Background: an optimization exercise with open tools, aiming at small area. Do not read the settings as production practice.
In this exercise RTL edits were held to simulation tests only and were not proved equivalent to the original.
No activity file was given, so power comes from the tool's default toggle rates.

before:
## gci_std_display_character
module gci_std_display_character #(
		parameter P_AREA_H = 640,
		parameter P_AREA_V = 480,
		parameter P_AREAA_HV_N = 19,
		parameter P_MEM_ADDR_N = 23
	)(
		input wire iCLOCK,
		input wire inRESET,
		input wire iRESET_SYNC,
		input wire iIF_VALID,
		output wire oIF_BUSY,
		input wire [13:0] iIF_ADDR,	 
		input wire [31:0] iIF_DATA,
		output wire oIF_FINISH,
		output wire oIF_VALID,
		input wire iIF_BUSY,
		output wire [P_MEM_ADDR_N-1:0] oIF_ADDR,
		output wire [23:0] oIF_DATA
	);
clock: 10.0 ns
lec_check: 0
abc_area: 1
cap_margin: 20
core_margin: 2
core_utilization: 30
place_density: 0.45
slew_margin: 20
synth_memory_max_bits: 32768
standard.sh (not shown) runs the stock make flow with config.mk's settings and CLKGATE_MAP_FILE= SYNTH_SCRIPT=/design/flow/synth_recipe.tcl, a recipe that flattens the netlist after the stock synthesis.
==> flow/flow/run.sh <==
#!/bin/bash
# Own flow: the standard flow, with the standard synthesis netlist's combinational
# logic re-mapped for area before floorplanning, and the smallest buffer on the ports.
set -euo pipefail
W=$(pwd)
R=$W/orfs/results/$FLOW_PLATFORM/gci_std_display_character/base
YOSYS=yosys
if ! command -v yosys >/dev/null 2>&1; then YOSYS=$FLOW_HOME/../tools/install/yosys/bin/yosys; fi
LIB=$FLOW_HOME/platforms/$FLOW_PLATFORM/lib/sky130_fd_sc_hd__tt_025C_1v80.lib
bash standard.sh synth > $W/std_synth.log 2>&1
cp $R/1_2_yosys.v $W/std_1_2_yosys.v
mkdir -p $W/maps
python3 $W/flow/mkmap.py $LIB $W/maps > $W/mkmap.log 2>&1
# Re-map with a few ABC scripts, keeping or re-mapping the full adders; keep the smallest.
# (A candidate far smaller than the standard netlist would mean ABC dropped logic.)
std_area=$(sed -n "s/.*Chip area for module .*: \([0-9.]*\).*/\1/p" $W/orfs/reports/$FLOW_PLATFORM/gci_std_display_character/base/synth_stat.txt | tail -1)
best=""; best_area=""
for s in nfm nf nf2 amap rs; do
  for m in combmap combmap_nofa; do
    t=remap_${s}_${m}
    if REMAP_LIB=$LIB REMAP_COMBMAP=$W/maps/$m.v REMAP_IN=$W/std_1_2_yosys.v REMAP_TOP=$FLOW_TOP \
       REMAP_SCRIPT=$W/flow/$s.abc REMAP_STAT=$W/$t.stat REMAP_OUT=$W/$t.v \
       $YOSYS -c $W/flow/remap.tcl > $W/$t.log 2>&1 \
       && python3 $W/flow/same_regs.py $W/std_1_2_yosys.v $W/$t.v > $W/$t.regs 2>&1; then
      a=$(sed -n "s/.*Chip area for module .*: \([0-9.]*\).*/\1/p" $W/$t.stat)
      echo "$t $a" >> $W/remap_areas.txt
      if python3 -c "import sys; sys.exit(0 if $a < 0.5 * $std_area else 1)"; then continue; fi
      if [[ -z "$best" ]] || python3 -c "import sys; sys.exit(0 if $a < $best_area else 1)"; then
        best=$t; best_area=$a
      fi
    fi
  done
done
echo "chosen $best $best_area" >> $W/remap_areas.txt
cp $W/$best.v $R/1_2_yosys.v
touch $R/1_2_yosys.v
# Port buffers: the smallest buffer instead of the delay cell the resizer picks.
# Clock tree: clkbuf_8 buffers, larger sink clusters, no dummy loads.
bash standard.sh finish "BUFFER_PORTS_ARGS=-buffer_cell sky130_fd_sc_hd__buf_1" \
  "CTS_ARGS=-sink_clustering_enable -repair_clock_nets -dont_use_dummy_load -buf_list sky130_fd_sc_hd__clkbuf_8 -sink_clustering_size 30" \
  > $W/std_finish.log 2>&1
Other scripts of this flow, unchanged in this note and not shown: flow/flow/amap.abc, flow/flow/mkmap.py, flow/flow/nf.abc, flow/flow/nf2.abc, flow/flow/nfm.abc, flow/flow/remap.tcl, flow/flow/rs.abc, flow/flow/same_regs.py
before finished end to end and its layout was clean on timing, DRC and antenna.
The inputs of after differ from those of before as listed below.
--- a/flow/flow/run.sh
+++ b/flow/flow/run.sh
@@ -37,5 +37,2 @@
 # Port buffers: the smallest buffer instead of the delay cell the resizer picks.
-# Clock tree: clkbuf_8 buffers, larger sink clusters, no dummy loads.
-bash standard.sh finish "BUFFER_PORTS_ARGS=-buffer_cell sky130_fd_sc_hd__buf_1" \
-  "CTS_ARGS=-sink_clustering_enable -repair_clock_nets -dont_use_dummy_load -buf_list sky130_fd_sc_hd__clkbuf_8 -sink_clustering_size 30" \
-  > $W/std_finish.log 2>&1
+bash standard.sh finish "BUFFER_PORTS_ARGS=-buffer_cell sky130_fd_sc_hd__buf_1" > $W/std_finish.log 2>&1
Notes after the runs:
- after | stages: all done | timing, DRC, antenna: all pass
- Compared to before, after leaves less free space in the core.
- Portion of total power attributed to combinational logic (lower): after
- Wire length on met2 grows slightly when moving from before to after.
- Global-route wire length before repair delta (after -> before): insignificant
- Per the comparison of after with before, share of power burned in the clock network went up by 8.3 points, via count of the first global-routing pass was more or less identical.
- | final period utilization | after vs before | 0.67 points lower |

## what the ideal ports hide
The flow's constraints put no driver on any port. The routed layouts listed below were extracted and timed again, unchanged, in two steps. Step 1: set_driving_cell puts a clkbuf_16 on iCLOCK and a buf_2 on each other input, an assumption about the parent block. Step 2, shift: input delay + t, output delay - t, t = (earliest + latest rising clock arrival at the registers) / 2. This alone moves slack from input paths to output paths. a / b / c = ideal ports / drivers / drivers and shift; a / b = the first two.
| run | t, ns | setup WS [ns] | clock arrival spread, ns | worst register clock-pin slew, ns |
|---|---|---|---|---|
| before | 0.332 | 0.398 / 0.363 / 0.694 | 0.033 / 0.033 | 0.10 / 0.10 |
| after | 0.326 | 0.465 / 0.431 / 0.757 | 0.008 / 0.008 | 0.07 / 0.07 |
After both steps every run listed still meets setup and hold.
